Background: an optimization exercise with open tools, aiming at small area, a short achievable clock period and few clock cycles per item. Do not read the settings as production practice.
No run shown here included a check of the RTL's function; only the layout flow was run.

**design.v**
```verilog
`timescale 1ns / 1ps
module rotr
    #(parameter BW = 64)
    (
        input [BW - 1:0] val,     
        input [5:0] n_1,          
        input [5:0] n_2,          
        output [BW - 1:0] out
    );
    assign out = ((val >> n_1) | (val << (BW - n_1))) ^ ((val >> n_2) | (val << (BW - n_2)));
endmodule
module ascon_xor (input a, input b, output y);
    assign y = a ^ b;
endmodule
module ascon_xnor (input a, input b, output y);
    assign y = ~(a ^ b);
endmodule
module ascon_orn (input a, input b, output y);
    assign y = a | ~b;
endmodule
module ascon_nxt (input ld, input d, input h, input q, input advn, input rn, output n);
    assign n = ~((advn | rn) & ~((ld & d) | (h & q)));
endmodule
module ascon_rd (input [4:0] s, input [4:0] x, output y);
    assign y = |(s & x);
endmodule
`timescale 1ns / 1ps
module round_counter (
    input            clk,
    input            rstn,
    input            en,       
    input            inc,      
    output reg [3:0] dout,     
    output reg       done,     
    output           adv       
);
    assign adv = rstn & ~en & inc & ~done;
    always @(posedge clk) begin
        if (!rstn || en) begin
            dout <= 4'd0;
            done <= 1'b0;
        end else if (inc && !done) begin
            dout <= dout + 4'd1;
            if (dout == 4'd11)
                done <= 1'b1;
        end
    end
endmodule
`timescale 1ns / 1ps
module ascon_p_serial_multiround     
     #(parameter BW = 64) (
         input clk,
         input rstn,
         input en,                        
         input en_inc,                    
         input [2:0] slice_idx,           
         input [BW-1:0] slice_in,         
         output reg [BW-1:0] slice_out,   
         output done                      
     );
    reg  [BW-1:0] x0, x1, x2, x3, x4;
    wire [3:0]    round;
    wire          adv;
    round_counter round_ctr (
        .clk(clk), .rstn(rstn), .en(en), .inc(en_inc),
        .dout(round), .done(done), .adv(adv)
    );
    wire [7:0] rc = {~round, round};
    wire [BW-1:0] b0, b2, b4;             
    wire [BW-1:0] t0, t1, t2, t3, t4;     
    wire [BW-1:0] c0, c1, c3, c4;         
    wire [BW-1:0] d0, d1, d2, d3;         
    wire [BW-1:0] d4 = c4;
    genvar i;
    generate
        for (i = 0; i < BW; i = i + 1) begin : g_sbox
            ascon_xor XB0(.a(x0[i]), .b(x4[i]), .y(b0[i]));
            ascon_xor XB4(.a(x4[i]), .b(x3[i]), .y(b4[i]));
            if (i < 8) begin : g_rc
                wire x2c;
                ascon_xor XRC(.a(x2[i]), .b(rc[i]), .y(x2c));
                ascon_xor XB2(.a(x2c), .b(x1[i]), .y(b2[i]));
            end else begin : g_norc
                ascon_xor XB2(.a(x2[i]), .b(x1[i]), .y(b2[i]));
            end
            ascon_orn A0(.a(x1[i]), .b(b2[i]), .y(t0[i]));
            ascon_orn A1(.a(b2[i]), .b(x3[i]), .y(t1[i]));
            ascon_orn A2(.a(x3[i]), .b(b4[i]), .y(t2[i]));
            ascon_orn A3(.a(b4[i]), .b(b0[i]), .y(t3[i]));
            ascon_orn A4(.a(b0[i]), .b(x1[i]), .y(t4[i]));
            ascon_xnor XC0(.a(b0[i]), .b(t0[i]), .y(c0[i]));
            ascon_xnor XC1(.a(x1[i]), .b(t1[i]), .y(c1[i]));
            ascon_xor  XC2(.a(b2[i]), .b(t2[i]), .y(d2[i]));
            ascon_xnor XC3(.a(x3[i]), .b(t3[i]), .y(c3[i]));
            ascon_xnor XC4(.a(b4[i]), .b(t4[i]), .y(c4[i]));
            ascon_xor  XD0(.a(c0[i]), .b(c4[i]), .y(d0[i]));
            ascon_xor  XD1(.a(c1[i]), .b(c0[i]), .y(d1[i]));
            ascon_xnor XD3(.a(c3[i]), .b(d2[i]), .y(d3[i]));    
        end
    endgenerate
    wire ld0 = rstn & en & (slice_idx == 3'd0);
    wire ld1 = rstn & en & (slice_idx == 3'd1);
    wire ld2 = rstn & en & (slice_idx == 3'd2);
    wire ld3 = rstn & en & (slice_idx == 3'd3);
    wire ld4 = rstn & en & (slice_idx == 3'd4);
    wire h0  = rstn & ~ld0 & ~adv;
    wire h1  = rstn & ~ld1 & ~adv;
    wire h2  = rstn & ~ld2 & ~adv;
    wire h3  = rstn & ~ld3 & ~adv;
    wire h4  = rstn & ~ld4 & ~adv;
    wire advn = ~adv;
    wire [BW-1:0] n0, n1, n2, n3, n4;
    generate
        for (i = 0; i < BW; i = i + 1) begin : g_lin
            wire p0, p1, p2, p3, p4;      
            wire r0, r1, r2, r3, r4;      
            ascon_xor  P0(.a(d0[(i+19)%64]), .b(d0[(i+28)%64]), .y(p0));
            ascon_xor  P1(.a(d1[(i+61)%64]), .b(d1[(i+39)%64]), .y(p1));
            ascon_xor  P2(.a(d2[(i+1)%64]),  .b(d2[(i+6)%64]),  .y(p2));
            ascon_xor  P3(.a(d3[(i+10)%64]), .b(d3[(i+17)%64]), .y(p3));
            ascon_xor  P4(.a(d4[(i+7)%64]),  .b(d4[(i+41)%64]), .y(p4));
            ascon_xnor R0(.a(p0), .b(d0[i]), .y(r0));
            ascon_xnor R1(.a(p1), .b(d1[i]), .y(r1));
            ascon_xnor R2(.a(p2), .b(d2[i]), .y(r2));
            ascon_xnor R3(.a(p3), .b(d3[i]), .y(r3));
            ascon_xnor R4(.a(p4), .b(d4[i]), .y(r4));
            ascon_nxt  N0(.ld(ld0), .d(slice_in[i]), .h(h0), .q(x0[i]), .advn(advn), .rn(r0), .n(n0[i]));
            ascon_nxt  N1(.ld(ld1), .d(slice_in[i]), .h(h1), .q(x1[i]), .advn(advn), .rn(r1), .n(n1[i]));
            ascon_nxt  N2(.ld(ld2), .d(slice_in[i]), .h(h2), .q(x2[i]), .advn(advn), .rn(r2), .n(n2[i]));
            ascon_nxt  N3(.ld(ld3), .d(slice_in[i]), .h(h3), .q(x3[i]), .advn(advn), .rn(r3), .n(n3[i]));
            ascon_nxt  N4(.ld(ld4), .d(slice_in[i]), .h(h4), .q(x4[i]), .advn(advn), .rn(r4), .n(n4[i]));
        end
    endgenerate
    always @(posedge clk) begin
        x0 <= n0; x1 <= n1; x2 <= n2; x3 <= n3; x4 <= n4;
    end
    wire [4:0] sel;
    assign sel[0] = (slice_idx == 3'd0);
    assign sel[1] = (slice_idx == 3'd1);
    assign sel[2] = (slice_idx == 3'd2);
    assign sel[3] = (slice_idx == 3'd3);
    assign sel[4] = (slice_idx == 3'd4);
    wire [BW-1:0] rd;
    generate
        for (i = 0; i < BW; i = i + 1) begin : g_rd
            ascon_rd RD(.s(sel), .x({x4[i], x3[i], x2[i], x1[i], x0[i]}), .y(rd[i]));
        end
    endgenerate
    always @(posedge clk)
        slice_out <= rd;
endmodule
```
**run.sh**
```bash
#!/bin/bash
# synth_recipe.tcl (not shown) runs the flow's synth.tcl, then flattens the netlist and writes it again
# the make line also repeats each setting of config.mk as NAME=value (left out here)
make -C /OpenROAD-flow-scripts/flow DESIGN_CONFIG=/design/flow/config.mk WORK_HOME=/design/flow/orfs CLKGATE_MAP_FILE= SYNTH_SCRIPT=/design/flow/synth_recipe.tcl finish
```
**config.mk**
```make
export PLATFORM = sky130hd
export DESIGN_NAME = ascon_p_serial_multiround
export DESIGN_NICKNAME = ascon_p_serial_multiround
export VERILOG_FILES = /design/flow/design.v
export SDC_FILE = /design/flow/constraint.sdc
export NUM_CORES = 4
export LEC_CHECK = 0
export CAP_MARGIN = 20
export CORE_MARGIN = 2
export CORE_UTILIZATION = 50
export SETUP_SLACK_MARGIN = 1.8
export SLEW_MARGIN = 20
export SYNTH_HIERARCHICAL = 1
export SYNTH_MINIMUM_KEEP_SIZE = 0
```
**constraint.sdc**
```tcl
create_clock -name core_clock -period 4.2 [get_ports {clk}]
set_input_delay 0.8400 -clock core_clock [delete_from_list [all_inputs] [get_ports {clk}]]
set_output_delay 0.8400 -clock core_clock [all_outputs]
set_load 0.01 [all_outputs]
```
==> results of run 1 <==
[critical path, stage by stage, from the launching register on]
cell and delay (ns):
dfxtp_1 0.47, xor2_2 0.30, nand2b_1 0.21, xnor2_4 0.35
xor2_4 0.46, xor2_1 0.20, xnor2_2 0.31, o21ai_1 0.11
[Yosys stat by module (local to each module, per instance)]
module | times used | cells inside
ascon_orn | 320 | 1
ascon_xor | 712 | 1
ascon_nxt | 320 | 2
ascon_p_serial_multiround | 1 | 414
round_counter | 1 | 23
ascon_xnor | 640 | 1
ascon_rd | 64 | 3
[layout by cell type, fill, tap and decap left out, types with 64 or more instances in the layout]
| master | netlist | final |
|---|---|---|
| a222oi_1 | 64 | 64 |
| buf_4 | 0 | 141 |
| dfxtp_1 | 389 | 380 |
| nand2_1 | 64 | 64 |
| nand2b_1 | 324 | 322 |
| o21ai_1 | 320 | 320 |
| xnor2_1 | 641 | 488 |
| xor2_1 | 713 | 448 |
| a22oi_1 | 384 | 384 |
| xnor2_2 | 0 | 108 |
| clkdlybuf4s50_1 | 0 | 129 |
| xor2_2 | 0 | 195 |
| xor2_4 | 0 | 70 |
[layout make-up]
class                           count  area, um^2  share of cell area, %
Sequential cell                   389        7810                   20.8
Multi-Input combinational cell   2544       24100                   64.1
Timing Repair Buffer              317        3210                   8.55
Inverter                            7        30.0                 0.0800
Antenna cell                        1        2.50                0.00666
Clock inverter                      6        80.1                  0.213
Clock buffer                       78        1480                   3.93
Tap cell                          696         871                   2.32
[registers in the layout (all words and copies together) (netlist names)]
name	count
slice_out	64
x0	64
x1	64
x2	64
x3	64
x4	64
round_ctr.dout	4
round_ctr.done	1
[cells by family (layout without fill, tap and decap cells)]
family,count (synthesis),in the layout
XOR/XNOR,1354,1354
other,0,1
AO/OA/AOI/OAI,776,776
adder cells (fa/ha/maj),1,1
AND/OR/NAND/NOR,412,412
multiplexers,1,1
buffers and inverters,8,408
flip-flops,389,389
[layer usage]
metal | GRT usage, % | routed length, um | up-vias
met4 | 29.6 | 10700 | 0
met5 | 0 | 0 | -
met3 | 9.75 | 17200 | 412
met2 | 62.1 | 52500 | 1804
li1 | - | - | 10800
met1 | 57.7 | 46800 | 12500
[worst paths after layout]
| check | depth (start not counted) | end | slack (ns) |
|---|---|---|---|
| hold reg to reg | 2 | round_ctr.done$_SDFFE_PP0P_ | 0.53 |
| setup / recovery | 7 | x0[58]$_DFF_P_ | 1.64 |
| setup reg to reg | 7 | x0[58]$_DFF_P_ | 1.64 |
| hold / removal | 2 | round_ctr.done$_SDFFE_PP0P_ | 0.53 |
[through the flow]
step / util (%) / TNS, ns
CTS: 64.4 / 0
floorplan: - / -79.80
detailed placement: 56.9 / 0
global placement: 56.9 / 0
finish: 69.6 / 0
global route: 69.6 / 0
[cell usage after synthesis, drive strengths merged (3+ instances only)]
master / n
dfxtp: 389
a31oi: 3
xor2: 713
nor3: 3
o21ai: 321
inv: 7
nand2: 64
a222oi: 64
nor2: 11
a21oi: 3
nand2b: 325
xnor2: 641
a22oi: 384
[repair_timing]
item                       in CTS  in global routing
resized for setup             258                302
setup endpoints to repair     356                242
pin swaps                      27                 45
setup buffers                  43                 32
gates cloned                    1                  0
==> metrics.cfg, run 1 <==
[setup_path]
critPathMaxFanout = 6
worstSetupPathType = reg2reg
worstSetupStartpointType = flip-flop
worstPathArrival_ns = 3.02
end_kind = flip-flop
reg2reg_from = x1[13]$_DFF_P_
cp.required_ns = 4.66
startpoint = x1[13]$_DFF_P_

[status]
status = timing/DRC/antenna clean

[synth]
synth-seq-area-share_pct = 28.5
synth_ff_type = dfxtp_1
netlist_instances = 2941
synth_top_area_cell = dfxtp_1
syn_area_um2 = 27300
synth_top_area_share_pct = 28.5
synth_edf_count = 0
synth_compound_area_share_pct = 19.0
ys_types = 26
yosys.area_share.simple_pct = 8.83
yosys.area_share.adder_pct = 0.0459
synth.area.top_cells = dfxtp_1 (29%), xor2_1 (23%), xnor2_1 (21%), a22oi_1 (11%), nand2b_1 (7.4%)
avgSynthCellArea_um2 = 9.28
synth_warnings = 8
synthMuxAreaShare_pct = 0.0367
synth_top_family_by_area = XOR/XNOR gates
syn_nets = 3013
synth-xor-area-share_pct = 43.5
ys_ff_latch = 389
synth-async-reset-ratio_pct = 0

[timing]
rsz0062_at_grt = true
worst_hold_slack_ns = 0.528
slew_viol_final = 0
setup_viol = 0
post-route-min-period_ns = 2.56
worst_clock_skew_ns = 0.0203
max_slew_margin_pct = 44.7
hold_viol = 0
worst_pin_slew_ns = 0.830
timing.fmax_mhz = 391
worst_slack_ns = 1.64
period_share_pct = 60.9

[place]
pre_cts_ws_ns = 0.899
postPlaceCellArea_um2 = 30700
place_inst = 3877
gp_congestion = 1.03
dp_hpwl_mm = 86.1
portBuffers = 135

[clock_tree]
cts_max_level = 2
clock_tree.buffer_depth = 3
path_clk_slew_ns = 0.06
cts_num_sinks = 389
cts_root_buffer = clkbuf_16
hold_buffers = 0
cts_buffers = 47
clk_latency_ns = 0.61
cts_tree = yes

[job]
maxCapViolCount = 0

[finish]
fillerInstances = 4215
fin_cells = 4038
drive_gt1_share_pct = 21.0
area_growth_pct = 37.6
nNetsFinal = 3378
design_area_um2 = 37500

[routing]
drc = 0
wire_per_inst_um = 31.5
drt_iter0_markers = 3796
vias = 25600
route.antenna.remaining_nets = 0
drt_pre_antenna_iters = 10
finalWirelength_mm = 127
vias_per_cell = 6.33

[die]
dieWidth_um = 238
start_util_pct = 50.6
die-area_um2 = 56400
fp-row-count = 85
die_y_um = 238
coreArea_um2 = 53900
num_io_pins = 136

[global_routing]
grt_overflow_total = 0
grt_pass1_wl_mm = 175
antenna_found_initial = 3
grt_usage_pct = 43.2
grt_pass1_vias = 24000
grt_max_degree = 147

[min_path]
worstHoldStart = round_ctr.done$_SDFFE_PP0P_
hold_class = reg2reg

==> inputs of run 2 (changes only) <==
--- a/config.mk
+++ b/config.mk
@@ -8,6 +8,5 @@
 export CAP_MARGIN = 20
 export CORE_MARGIN = 2
-export CORE_UTILIZATION = 50
-export SETUP_SLACK_MARGIN = 1.8
+export CORE_UTILIZATION = 60
 export SLEW_MARGIN = 20
 export SYNTH_HIERARCHICAL = 1
==> metrics.cfg, run 2 <==
[die]
start_util_pct = 60.5  ; +9.9 points
fp-row-count = 78  ; -8.2%
die-area_um2 = 47200  ; -16%
num_io_pins = 136  ; unchanged
coreArea_um2 = 45100  ; -16%
dieWidth_um = 217  ; -8.6%
die_y_um = 217  ; -8.6%

[routing]
drt_pre_antenna_iters = 9  ; -1
vias = 25700  ; +0.48%
route.antenna.remaining_nets = 0  ; unchanged
wire_per_inst_um = 31.0  ; -1.7%
drt_iter0_markers = 4357  ; +15%
finalWirelength_mm = 119  ; -6.1%
drc = 0  ; unchanged
vias_per_cell = 6.65  ; +5.1%

[setup_path]
critPathMaxStageDelay_ns = 0.77  ; +0.30 ns
crit_family = XOR/XNOR gates
worstPathArrival_ns = 3.69  ; +0.67 ns
worstSetupPathType = reg2reg
cp.depth = 7  ; unchanged
worstSetupStartpointType = flip-flop
ff2ff_path_depth = 7  ; unchanged
cp.required_ns = 4.67  ; about the same
crit_chain = xor2_1 > nand2b_1 > xnor2_1 > xor2_1 > xor2_1 > xnor2_1 > o21ai_1
slowest_stage = xor2_1
end_kind = flip-flop
crit_top_cell = xor2_1
crit_buf_inv = 0  ; unchanged
critPathMaxFanout = 4  ; -2

[synth]
synth_commonest_cells = xor2_1 (713), xnor2_1 (641), dfxtp_1 (389)
synth-seq-area-share_pct = 28.5  ; unchanged
synth.area.top_cells = dfxtp_1 (29%), xor2_1 (23%), xnor2_1 (21%), a22oi_1 (11%), nand2b_1 (7.4%)
synth_top_area_cell = dfxtp_1
yosysMostFrequentCell = xor2_1
syn_area_um2 = 27300  ; unchanged
synth-async-reset-ratio_pct = 0  ; unchanged
ys_types = 26  ; unchanged
synth_top_area_share_pct = 28.5  ; unchanged
ys_ff_latch = 389  ; unchanged
synth_warnings = 8  ; unchanged
synth_edf_count = 0  ; unchanged
avgSynthCellArea_um2 = 9.28  ; unchanged
synth_ff_type = dfxtp_1
netlist_instances = 2941  ; unchanged
syn_nets = 3013  ; unchanged

[timing]
worst_clock_skew_ns = 0.0236  ; +0.00332 ns
timing.fmax_mhz = 311  ; -20%
worst_slack_ns = 0.986  ; -0.657 ns
slew_viol_final = 0  ; unchanged
period_share_pct = 76.5  ; +16 points
setup_viol = 0  ; unchanged
rsz0062_at_grt = false
setup_tns_ns = 0  ; unchanged
hold_viol = 0  ; unchanged
max_slew_margin_pct = 16.1  ; -29 points
post-route-min-period_ns = 3.21  ; +0.657 ns
worst_pin_slew_ns = 1.25  ; +0.420 ns

[finish]
register_area_um2 = 7790  ; -0.24%
multiInputGateArea_um2 = 19600  ; -18%
nNetsFinal = 3291  ; -2.6%
area_growth_pct = 18.0
utilization_pct = 71.4  ; +1.8 points
fillerInstances = 3592  ; -15%
final_common_cell = xor2_1
drive_gt1_share_pct = 6.14  ; -15 points
layout_common_cells = xor2_1 (713), xnor2_1 (639), dfxtp_1 (389)
design_area_um2 = 32200  ; -14%

[global_routing]
grt_overflow_total = 0  ; unchanged
antenna_found_initial = 3  ; unchanged
grt_max_degree = 86  ; -41%
grt_pass1_wl_mm = 169  ; -3.2%
grt_usage_pct = 49.2  ; +6.0 points
grt_pass1_vias = 24200  ; +1.1%

[clock_tree]
path_clk_slew_ns = 0.06  ; about the same
cts_buffers = 47  ; unchanged
clk_latency_ns = 0.61  ; about the same
cts_resized = 0  ; -100%
hold_buffers = 0  ; unchanged
cts_num_sinks = 389  ; unchanged
cts_tree = yes
clock_tree.buffer_depth = 3  ; unchanged
post-cts-setup-buffers = 0  ; -100%
cts_max_level = 2  ; unchanged
cts_root_buffer = clkbuf_16

[min_path]
hold_class = reg2reg
worstHoldPathCells = 2  ; unchanged

[place]
dp_hpwl_mm = 85.6  ; -0.57%
postPlaceCellArea_um2 = 30500  ; -0.59%
pre_cts_ws_ns = 0.764  ; -0.135 ns
portBuffers = 135  ; unchanged
gp_congestion = 1.10  ; +6.7%

[status]
status = timing/DRC/antenna clean

[job]
maxCapViolCount = 0  ; unchanged

run 2: cell counts after synthesis:
No cell type changed its count.
run 2: worst register-to-register path: stages (launching register included):
cell and delay [ns]:
dfxtp_1 0.43, xor2_1 0.15, nand2b_1 0.18, xnor2_1 0.69
xor2_1 0.77, xor2_1 0.21, xnor2_1 0.53, o21ai_1 0.12
run 2: path summary, 6_finish.rpt:
path             startpoint                     to  slack, ns
max           x4[3]$_DFF_P_         x0[39]$_DFF_P_       0.99
min          x2[13]$_DFF_P_  slice_out[13]$_DFF_P_       0.53
max reg2reg   x4[3]$_DFF_P_         x0[39]$_DFF_P_       0.99
min reg2reg  x2[13]$_DFF_P_  slice_out[13]$_DFF_P_       0.53
run 2: metal layers:
layer  vias to the layer above  global-route usage [%]  share of wire (%)
met2                      2080                    70.7                 40
li1                      10900                       -                  -
met4                         2                    34.4                8.9
met1                     12200                    62.8                 36
met5                         -                       0              0.011
met3                       522                    15.1                 14
run 2: cells by family after synthesis:
group	Yosys count	synth area share, %
buffers and inverters	8	0.115
AOI/OAI and AO/OA	776	19.0
xor gates and xnor gates	1354	43.5
adders and majority gates	1	0.0459
and+or+nand+nor	412	8.83
muxes	1	0.0367
DFF	389	28.5
run 2: cell type report:
class,count,area share [%]
Clock inverter,24,0.944
Tap cell,600,2.33
Antenna cell,2,0.0155
Inverter,7,0.0933
Multi-Input combinational cell,2544,61.0
Clock buffer,63,4.22
Sequential cell,389,24.2
Timing Repair Buffer,230,7.23
run 2: stage by stage:
step / instances / hold WS [ns]
2_1_floorplan: 2941 / 0.494
3_3_place_gp: 3770 / 0.510
3_5_place_dp: 3770 / 0.520
4_1_cts: 3857 / 0.537
5_1_grt: 3857 / 0.560
6_report: 3859 / 0.534
run 2: Yosys stat by module, one instance, submodules excluded:
module	cells inside	times used
round_counter	23	1
ascon_nxt	2	320
ascon_rd	3	64
ascon_p_serial_multiround	414	1
ascon_xor	1	712
ascon_orn	1	320
ascon_xnor	1	640

afterwards: timing with drivers on the ports:
How much do the figures lean on ideal ports? The routed layouts below were timed once more, with nothing changed but the port constraints.
Step 1: set_driving_cell puts a clkbuf_16 on clk and a buf_2 on each other input, an assumption about the parent block.
Step 2 moves the port delays by t, midway between the first and last clock arrival at a register: inputs arrive t later, outputs are due t later. That takes back most of the time a late clock gives input paths.
a / b / c = ideal ports / drivers / drivers and shift; a / b = the first two.
| run | t (ns) | setup slack, ns | worst register clock-pin slew, ns | cell pins on the clock port's net |
|---|---|---|---|---|
| run 1 | 0.671 | 1.643 / 1.643 / 1.197 | 0.07 / 0.07 | 1 |
| run 2 | 0.662 | 0.986 / 0.986 / 0.703 | 0.07 / 0.07 | 1 |
After both steps setup and hold are still met in every run listed. For run 1, which loses most, drivers alone change the setup slack by 0.000 ns; drivers and shift together by -0.446 ns.
